This is an optimization exercise on Yosys and OpenROAD, whose aim is a short achievable clock period and few clock cycles per item, not a production implementation. RTL that was checked went through simulation tests only; none was proved equivalent to the original. No driver is modelled on the clock port, so clocking that relies on it looks cheaper here than on a real chip. Power is estimated from default activity; no workload was simulated.

== P ==
==> flow/design.v (excerpt) <==
module risc_processor (
    input clk,
    input reset,
    output [7:0] imem_addr,
    input  [7:0] imem_data,
    output reg [7:0] result,   
    output reg result_valid
    );
    reg [7:0] pcn;             
    reg [7:0] ia;              
    reg [7:0] rf [0:3];
    reg [7:0] mem [0:15];
    reg        if_valid;       
    reg [3:0]  if_rsh, if_rth; 
    reg [7:0]  if_ra, if_rb;   
    reg        if_ua, if_ub;   
    reg        if_wa, if_wb;   
    reg        if_fa, if_fb;   
    reg        if_add, if_sub, if_and, if_or, if_ld, if_st;
    reg [3:0]  if_we;          
    reg [3:0]  t_p0, t_g0, t_y00, t_y10;
    reg        ex_valid;
    reg [3:0]  ex_we;          
    reg        ex_wres;        
    reg [15:0] ex_sth;         
    reg        ex_stf;         
    reg [3:0]  wb_we;          
    reg [7:0]  last;           
    reg [7:0]  fw;             
    reg [7:0]  fwn;            
    reg [3:0]  fwml, fwmu;     
    reg        wb_wres;        
    reg        wb_valid;
    reg [7:0]  p0, p1, g0, g1; 
    reg [7:0]  y00, y01;       
    reg [7:0]  y10, y11;       
    reg        cin;
    reg        ex_sfa;         
    reg [7:0]  ex_sd;          
    assign imem_addr = ia;
    wire       pcn_wrap = (pcn[3:0] == 4'h0);
    wire [7:0] pcn_next = {pcn_wrap ? pcn[7:4] - 4'd1 : pcn[7:4], pcn[3:0] - 4'd1};
  ...
Size in the first run: ~1,700 cells after synthesis, about 350 flip-flops, about 0.015 mm^2 of cells after synthesis.
Settings: LEC_CHECK=0, ABC_CLOCK_PERIOD_IN_PS=1500, CAP_MARGIN=20, CORE_MARGIN=2, CORE_UTILIZATION=40, SETUP_SLACK_MARGIN=2.5, SLEW_MARGIN=20; clock period 4.0 ns.
standard.sh (not shown) runs the stock make flow with config.mk's settings and CLKGATE_MAP_FILE= SYNTH_SCRIPT=/design/flow/synth_recipe.tcl, a recipe that flattens the netlist after the stock synthesis.
==> flow/flow/run.sh <==
#!/bin/bash
set -euo pipefail
W=$(pwd)
cat > "$W/own_synth.tcl" <<EOT
proc extract_fa {args} { puts "own flow: extract_fa skipped" }
proc abc {args} {
  set i [lsearch \$args -script]
  set args [lreplace \$args [expr {\$i+1}] [expr {\$i+1}] $W/flow/abc_fast.script]
  puts "own flow: abc -script [lindex \$args [expr {\$i+1}]]"
  yosys abc {*}\$args
}
source $W/synth_recipe.tcl
EOT
sed -e "s#/synth_recipe.tcl#/own_synth.tcl#" \
    -e "s#^make \(.*\) \"\${@:-finish}\"#make \1 POST_CTS_TCL=$W/flow/post_cts.tcl \"\${@:-finish}\"#" \
    standard.sh > own_standard.sh
grep -q own_synth.tcl own_standard.sh
grep -q POST_CTS_TCL own_standard.sh
bash own_standard.sh finish > flow_make.log 2>&1
test -s out/final.def
==> flow/flow/abc_fast.script <==
strash
&get -n
&st
&dch
&nf
&st
&syn2
&if -g -K 6
&synch2
&nf
&put
strash
dch -f
map -D 1
buffer -c
topo
stime -c
upsize -c
dnsize -c
==> flow/flow/post_cts.tcl <==
set block [ord::get_db_block]
set root [$block findInst clkbuf_0_clk]
if {$root == "NULL"} {
  puts "own flow: no root clock buffer clkbuf_0_clk; clock tree kept"
} else {
  set innet [[$root findITerm A] getNet]
  set onet [[$root findITerm X] getNet]
  set loads {}
  foreach it [$onet getITerms] {
    if {[$it getInst] != $root} { lappend loads $it }
  }
  if {[llength $loads] > 4 || [llength [$innet getITerms]] != 1 || [llength [$innet getBTerms]] != 1} {
    puts "own flow: root clock buffer drives [llength $loads] pins; clock tree kept"
  } else {
    foreach it $loads {
      puts "own flow: clock port now drives [[$it getInst] getName]"
      $it disconnect
      $it connect $innet
    }
    [$root findITerm A] disconnect
    [$root findITerm X] disconnect
    odb::dbInst_destroy $root
    odb::dbNet_destroy $onet
    estimate_parasitics -placement
    report_clock_latency
    repair_timing_helper
    detailed_placement
    check_placement -verbose
    estimate_parasitics -placement
    report_clock_latency
  }
}
Testbench counts of P, summed over its fixed seeds: cycles 28,944, instructions 28,800.
Input-level comparison between Q and P:
--- a/flow/design.v
+++ b/flow/design.v
@@ -28,20 +28,21 @@
     reg [7:0]  last;           
     reg [7:0]  fw;             
     reg [7:0]  fwn;            
     reg [3:0]  fwml, fwmu;     
     reg        wb_wres;        
     reg        wb_valid;
     reg [7:0]  p0, p1, g0, g1; 
     reg [7:0]  y00, y01;       
     reg [7:0]  y10, y11;       
     reg        cin;
+    reg [15:0] ex_lah;         
     reg        ex_sfa;         
     reg [7:0]  ex_sd;          
     assign imem_addr = ia;
     wire       pcn_wrap = (pcn[3:0] == 4'h0);
     wire [7:0] pcn_next = {pcn_wrap ? pcn[7:4] - 4'd1 : pcn[7:4], pcn[3:0] - 4'd1};
     wire [3:0] f_we = if_we;
     wire f_fwa = if_fa;
     wire f_fwb = if_fb;
     wire [7:0] ra = ({8{if_wa}} & ~fwn) | ({8{if_ua}} & if_ra);
     wire [7:0] rb = ({8{if_wb}} & ~fwn) | ({8{if_ub}} & if_rb);
@@ -63,39 +64,46 @@
             d_p0[k]  = t_p0[{ra[k], rb[k]}];
             d_p1[k]  = t_p1[{ra[k], rb[k]}];
             d_g0[k]  = t_g0[{ra[k], rb[k]}];
             d_g1[k]  = t_g1[{ra[k], rb[k]}];
             d_y00[k] = t_y00[{ra[k], rb[k]}];
             d_y01[k] = t_y01[{ra[k], rb[k]}];
             d_y10[k] = t_y10[{ra[k], rb[k]}];
             d_y11[k] = t_y11[{ra[k], rb[k]}];
         end
     end
+    wire [15:0] rah = 16'd1 << ra[3:0];
     wire [15:0] rbh = 16'd1 << rb[3:0];
     wire [7:0] p = (fw & p1) | (~fw & p0);
     wire [7:0] g = (fw & g1) | (~fw & g0);
     wire [8:0] G0 = {g, cin};
     wire [8:0] P0 = {p, 1'b0};
     wire [8:0] G1 = G0 | (P0 & {G0[7:0], 1'b0});
     wire [8:0] P1 = P0 & {P0[7:0], 1'b0};
     wire [8:0] G2 = G1 | (P1 & {G1[6:0], 2'b0});
     wire [8:0] P2 = P1 & {P1[6:0], 2'b0};
     wire [8:0] G3 = G2 | (P2 & {G2[4:0], 4'b0});
     wire [7:0] c = G3[7:0];
+    reg  [7:0] ldn;
     integer j;
+    always @* begin
+        ldn = 8'h00;
+        for (j = 0; j < 16; j = j + 1)
+            ldn = ldn | ({8{ex_lah[j]}} & mem[j]);
+    end
     reg  [7:0] ldf;
     always @* begin
         ldf = 8'h00;
         for (j = 0; j < 16; j = j + 1)
             ldf = ldf | ({8{fwml[j % 4] & fwmu[j / 4]}} & mem[j]);
     end
-    wire [7:0] y0 = ((fw & y01) | (~fw & y00)) | ldf;
+    wire [7:0] y0 = ((fw & y01) | (~fw & y00)) | ldn | ldf;
     wire [7:0] y1 = (fw & y11) | (~fw & y10);
     wire [7:0] res = (c & y1) | (~c & y0);
     wire [7:0] resr = wb_wres ? ~fwn : last;
     wire [15:0] fwh = 16'd1 << ~fwn[3:0];
     wire [15:0] mwe = ex_sth | ({16{ex_stf}} & fwh);
     wire [7:0]  sd = ex_sfa ? fw : ex_sd;
     wire [3:0] i_rsh = 4'b0001 << imem_data[3:2];
     wire [3:0] i_rth = 4'b0001 << imem_data[1:0];
     wire i_fa = |(f_we & i_rsh);
     wire i_fb = |(f_we & i_rth);
@@ -176,29 +184,30 @@
         if_ub  <= ~(i_fb | i_wb);
         if_add <= imem_data[7:4] == 4'd0;
         if_sub <= imem_data[7:4] == 4'd1;
         if_and <= imem_data[7:4] == 4'd2;
         if_or  <= imem_data[7:4] == 4'd3;
         if_ld  <= imem_data[7:4] == 4'd4;
         if_st  <= imem_data[7:4] == 4'd5;
         fw  <= res;
         result <= resr;
         fwn  <= ~res;
-        fwml <= !if_ld ? 4'd0 : f_fwa ? (4'd1 << res[1:0]) : (4'd1 << ra[1:0]);
-        fwmu <= f_fwa ? (4'd1 << res[3:2]) : (4'd1 << ra[3:2]);
+        fwml <= (if_ld && f_fwa) ? (4'd1 << res[1:0]) : 4'd0;
+        fwmu <= 4'd1 << res[3:2];
         t_p0  <= tb_p;
         t_g0  <= tb_g;
         t_y00 <= tb_y;
         t_y10 <= tb_n;
         p0  <= d_p0;
         p1  <= d_p1;
         g0  <= d_g0;
         g1  <= d_g1;
         cin <= if_sub;
         y00 <= d_y00;
         y01 <= d_y01;
         y10 <= d_y10;
         y11 <= d_y11;
+        ex_lah <= (if_ld && !f_fwa) ? rah : 16'd0;
         ex_sfa <= f_fwa;
         ex_sd  <= ra;
     end
 endmodule
- Summary of Q over P: overall power of the completed layout down about 9%; combined global-route utilization of all metal layers up 3.4 points; fraction of met3 tracks used by global routing up 1.5 points.
- Reported leakage power grows by a few percent when moving from P to Q.
- Delta(critical path depth, Q - P) < 0
- Diff P -> Q: net count after synthesis went up by about 3.6%; final wirelength went up by about 18%.
- In the final design statistics, Q uses more standard cells in total than P.
Only the layout flow was run in Q; the RTL was not checked for function there.

========
Another version of the RTL of risc_processor (not shown whole).
Size: about 1800 cells after synthesis, ~380 flip-flops, about 27 I/O pins.
==> flow/design.v (excerpt) <==
module risc_processor (
    input clk,
    input reset,
    output [7:0] imem_addr,
    input  [7:0] imem_data,
    output reg [7:0] result,   
    output reg result_valid
    );
    reg [7:0] pcn;             
    reg [7:0] ia;              
    reg [7:0] rf [0:3];
    reg [7:0] mem [0:15];
    reg        if_valid;       
    reg [3:0]  if_rsh, if_rth; 
    reg [7:0]  if_ra, if_rb;   
    reg        if_wa, if_wb;   
    reg        if_fa, if_fb;   
    reg        if_add, if_sub, if_and, if_or, if_ld, if_st;
    reg [3:0]  if_we;          
    reg [3:0]  t_p0, t_p1, t_g0, t_g1, t_y00, t_y01, t_y10, t_y11;
    reg        ex_valid;
    reg [3:0]  ex_we;          
    reg        ex_wres;        
    reg [15:0] ex_sth;         
    reg        ex_stf;         
    reg [3:0]  wb_we;          
    reg [7:0]  last;           
    reg [7:0]  fw;             
    reg [3:0]  fwmn;           
    reg [15:0] fwmh;           
    reg        wb_wres;        
    reg        wb_valid;
    reg [7:0]  p0, p1, g0, g1; 
    reg [7:0]  y00, y01;       
    reg [7:0]  y10, y11;       
    reg        cin;
    reg [15:0] ex_lah;         
    reg        ex_sfa;         
    reg [7:0]  ex_sd;          
    assign imem_addr = ia;
    wire [7:0] pcn_next = pcn - 8'd1;
    wire [3:0] f_we = if_we;
    wire f_fwa = if_fa;
    wire f_fwb = if_fb;
    wire [7:0] ra = ({8{if_wa}} & fw) | if_ra;
    wire [7:0] rb = ({8{if_wb}} & fw) | if_rb;
    reg [7:0] d_p0, d_p1, d_g0, d_g1, d_y00, d_y01, d_y10, d_y11;
    integer k;
    always @* begin
        for (k = 0; k < 8; k = k + 1) begin
            d_p0[k]  = t_p0[{ra[k], rb[k]}];
            d_p1[k]  = t_p1[{ra[k], rb[k]}];
  ...
Settings: LEC_CHECK=0, ABC_CLOCK_PERIOD_IN_PS=1500, CAP_MARGIN=20, CORE_MARGIN=2, CORE_UTILIZATION=40, SETUP_SLACK_MARGIN=2.5, SLEW_MARGIN=20; clock period 4.0 ns.
Scripts as last shown in full above: flow/flow/run.sh, flow/flow/abc_fast.script, flow/flow/post_cts.tcl
==> next run, changes <==
--- a/flow/design.v
+++ b/flow/design.v
@@ -23,30 +23,31 @@
     reg        ex_wres;        
     reg [15:0] ex_sth;         
     reg        ex_stf;         
     reg [3:0]  wb_we;          
     reg [7:0]  last;           
     reg [7:0]  fw;             
-    reg [3:0]  fwmn;           
-    reg [15:0] fwmh;           
+    reg [7:0]  fwn;            
+    reg [3:0]  fwml, fwmu;     
     reg        wb_wres;        
     reg        wb_valid;
     reg [7:0]  p0, p1, g0, g1; 
     reg [7:0]  y00, y01;       
     reg [7:0]  y10, y11;       
     reg        cin;
     reg [15:0] ex_lah;         
     reg        ex_sfa;         
     reg [7:0]  ex_sd;          
     assign imem_addr = ia;
-    wire [7:0] pcn_next = pcn - 8'd1;
+    wire       pcn_wrap = (pcn[3:0] == 4'h0);
+    wire [7:0] pcn_next = {pcn_wrap ? pcn[7:4] - 4'd1 : pcn[7:4], pcn[3:0] - 4'd1};
     wire [3:0] f_we = if_we;
     wire f_fwa = if_fa;
     wire f_fwb = if_fb;
-    wire [7:0] ra = ({8{if_wa}} & fw) | if_ra;
-    wire [7:0] rb = ({8{if_wb}} & fw) | if_rb;
+    wire [7:0] ra = ({8{if_wa}} & ~fwn) | if_ra;
+    wire [7:0] rb = ({8{if_wb}} & ~fwn) | if_rb;
     reg [7:0] d_p0, d_p1, d_g0, d_g1, d_y00, d_y01, d_y10, d_y11;
     integer k;
     always @* begin
         for (k = 0; k < 8; k = k + 1) begin
             d_p0[k]  = t_p0[{ra[k], rb[k]}];
             d_p1[k]  = t_p1[{ra[k], rb[k]}];
@@ -78,34 +79,34 @@
             ldn = ldn | ({8{ex_lah[j]}} & mem[j]);
     end
     reg  [7:0] ldf;
     always @* begin
         ldf = 8'h00;
         for (j = 0; j < 16; j = j + 1)
-            ldf = ldf | ({8{fwmh[j]}} & mem[j]);
+            ldf = ldf | ({8{fwml[j % 4] & fwmu[j / 4]}} & mem[j]);
     end
     wire [7:0] y0 = ((fw & y01) | (~fw & y00)) | ldn | ldf;
     wire [7:0] y1 = (fw & y11) | (~fw & y10);
     wire [7:0] res = (c & y1) | (~c & y0);
-    wire [7:0] resr = wb_wres ? fw : last;
-    wire [15:0] fwh = 16'd1 << ~fwmn;
+    wire [7:0] resr = wb_wres ? ~fwn : last;
+    wire [15:0] fwh = 16'd1 << ~fwn[3:0];
     wire [15:0] mwe = ex_sth | ({16{ex_stf}} & fwh);
     wire [7:0]  sd = ex_sfa ? fw : ex_sd;
     wire [3:0] i_rsh = 4'b0001 << imem_data[3:2];
     wire [3:0] i_rth = 4'b0001 << imem_data[1:0];
     wire i_fa = |(f_we & i_rsh);
     wire i_fb = |(f_we & i_rth);
     wire i_wa = |(ex_we & i_rsh);
     wire i_wb = |(ex_we & i_rth);
     wire [3:0] i_sa = (i_fa | i_wa) ? 4'b0000 : i_rsh;
     wire [3:0] i_sb = (i_fb | i_wb) ? 4'b0000 : i_rth;
     wire [7:0] rf_n [0:3];
-    assign rf_n[0] = wb_we[0] ? fw : rf[0];
-    assign rf_n[1] = wb_we[1] ? fw : rf[1];
-    assign rf_n[2] = wb_we[2] ? fw : rf[2];
-    assign rf_n[3] = wb_we[3] ? fw : rf[3];
+    assign rf_n[0] = wb_we[0] ? ~fwn : rf[0];
+    assign rf_n[1] = wb_we[1] ? ~fwn : rf[1];
+    assign rf_n[2] = wb_we[2] ? ~fwn : rf[2];
+    assign rf_n[3] = wb_we[3] ? ~fwn : rf[3];
     wire [3:0] i_we = (imem_data[7:4] == 4'd5) ? 4'b0000 :
                       (imem_data[7:4] == 4'd4) ? i_rth : i_rsh;
     wire [3:0] i_op = imem_data[7:4];
     wire i_ar  = (i_op == 4'd0) | (i_op == 4'd1);
     wire i_sub = (i_op == 4'd1);
     wire i_and = (i_op == 4'd2);
@@ -161,13 +162,13 @@
             last <= resr;
             for (i = 0; i < 16; i = i + 1)
                 if (mwe[i])
                     mem[i] <= sd;
             for (i = 0; i < 4; i = i + 1)
                 if (wb_we[i])
-                    rf[i] <= fw;
+                    rf[i] <= ~fwn;
         end
     end
     always @(posedge clk) begin
         if_rsh <= i_rsh;
         if_rth <= i_rth;
         if_fa  <= i_fa;
@@ -183,14 +184,15 @@
         if_and <= imem_data[7:4] == 4'd2;
         if_or  <= imem_data[7:4] == 4'd3;
         if_ld  <= imem_data[7:4] == 4'd4;
         if_st  <= imem_data[7:4] == 4'd5;
         fw  <= res;
         result <= resr;
-        fwmn <= ~res[3:0];
-        fwmh <= (if_ld && f_fwa) ? (16'd1 << res[3:0]) : 16'd0;
+        fwn  <= ~res;
+        fwml <= (if_ld && f_fwa) ? (4'd1 << res[1:0]) : 4'd0;
+        fwmu <= 4'd1 << res[3:2];
         t_p0  <= tb_p;
         t_p1  <= fwd1(tb_p, i_fa, i_fb);
         t_g0  <= tb_g;
         t_g1  <= fwd1(tb_g, i_fa, i_fb);
         t_y00 <= tb_y;
         t_y01 <= fwd1(tb_y, i_fa, i_fb);
- sequential power rises slightly
- synthesized cell count rises by a few percent
- global-route usage rises by 4.0 points
- power rises by roughly a tenth
- routed wire length rises by about a fifth
No functional check of the RTL was part of any run of this note.

-- afterwards: timing with drivers on the ports --
No port has a modelled driver above. Below, the same layouts with a new extraction and two added sets of constraints.
Step 1 assumes that a clkbuf_16 drives the clock port and a buf_2 every other input.
Step 2 also shifts input and output timing later by t, the mid clock arrival at the registers, as if the neighbouring blocks saw the same clock.
Three values: ideal ports, drivers, drivers and shift; two values: the first two.
run | t, ns | slack for setup (ns) | slew at the worst register clock pin (ns)
P | 0.463 | 2.309 / 2.237 / 2.152 | 0.07 / 0.07
Q | 0.484 | 2.253 / 2.190 / 2.189 | 0.06 / 0.06
the first run of note 2 | 0.495 | 2.261 / 2.204 / 1.997 | 0.06 / 0.06
the second run of note 2 | 0.509 | 2.212 / 2.183 / 1.852 | 0.07 / 0.07
After both steps setup and hold are still met in every run listed. The setup slack of the second run of note 2, which loses most, moves by -0.029 ns with the drivers and by -0.360 ns with both steps. Setup slack includes reset recovery checks.
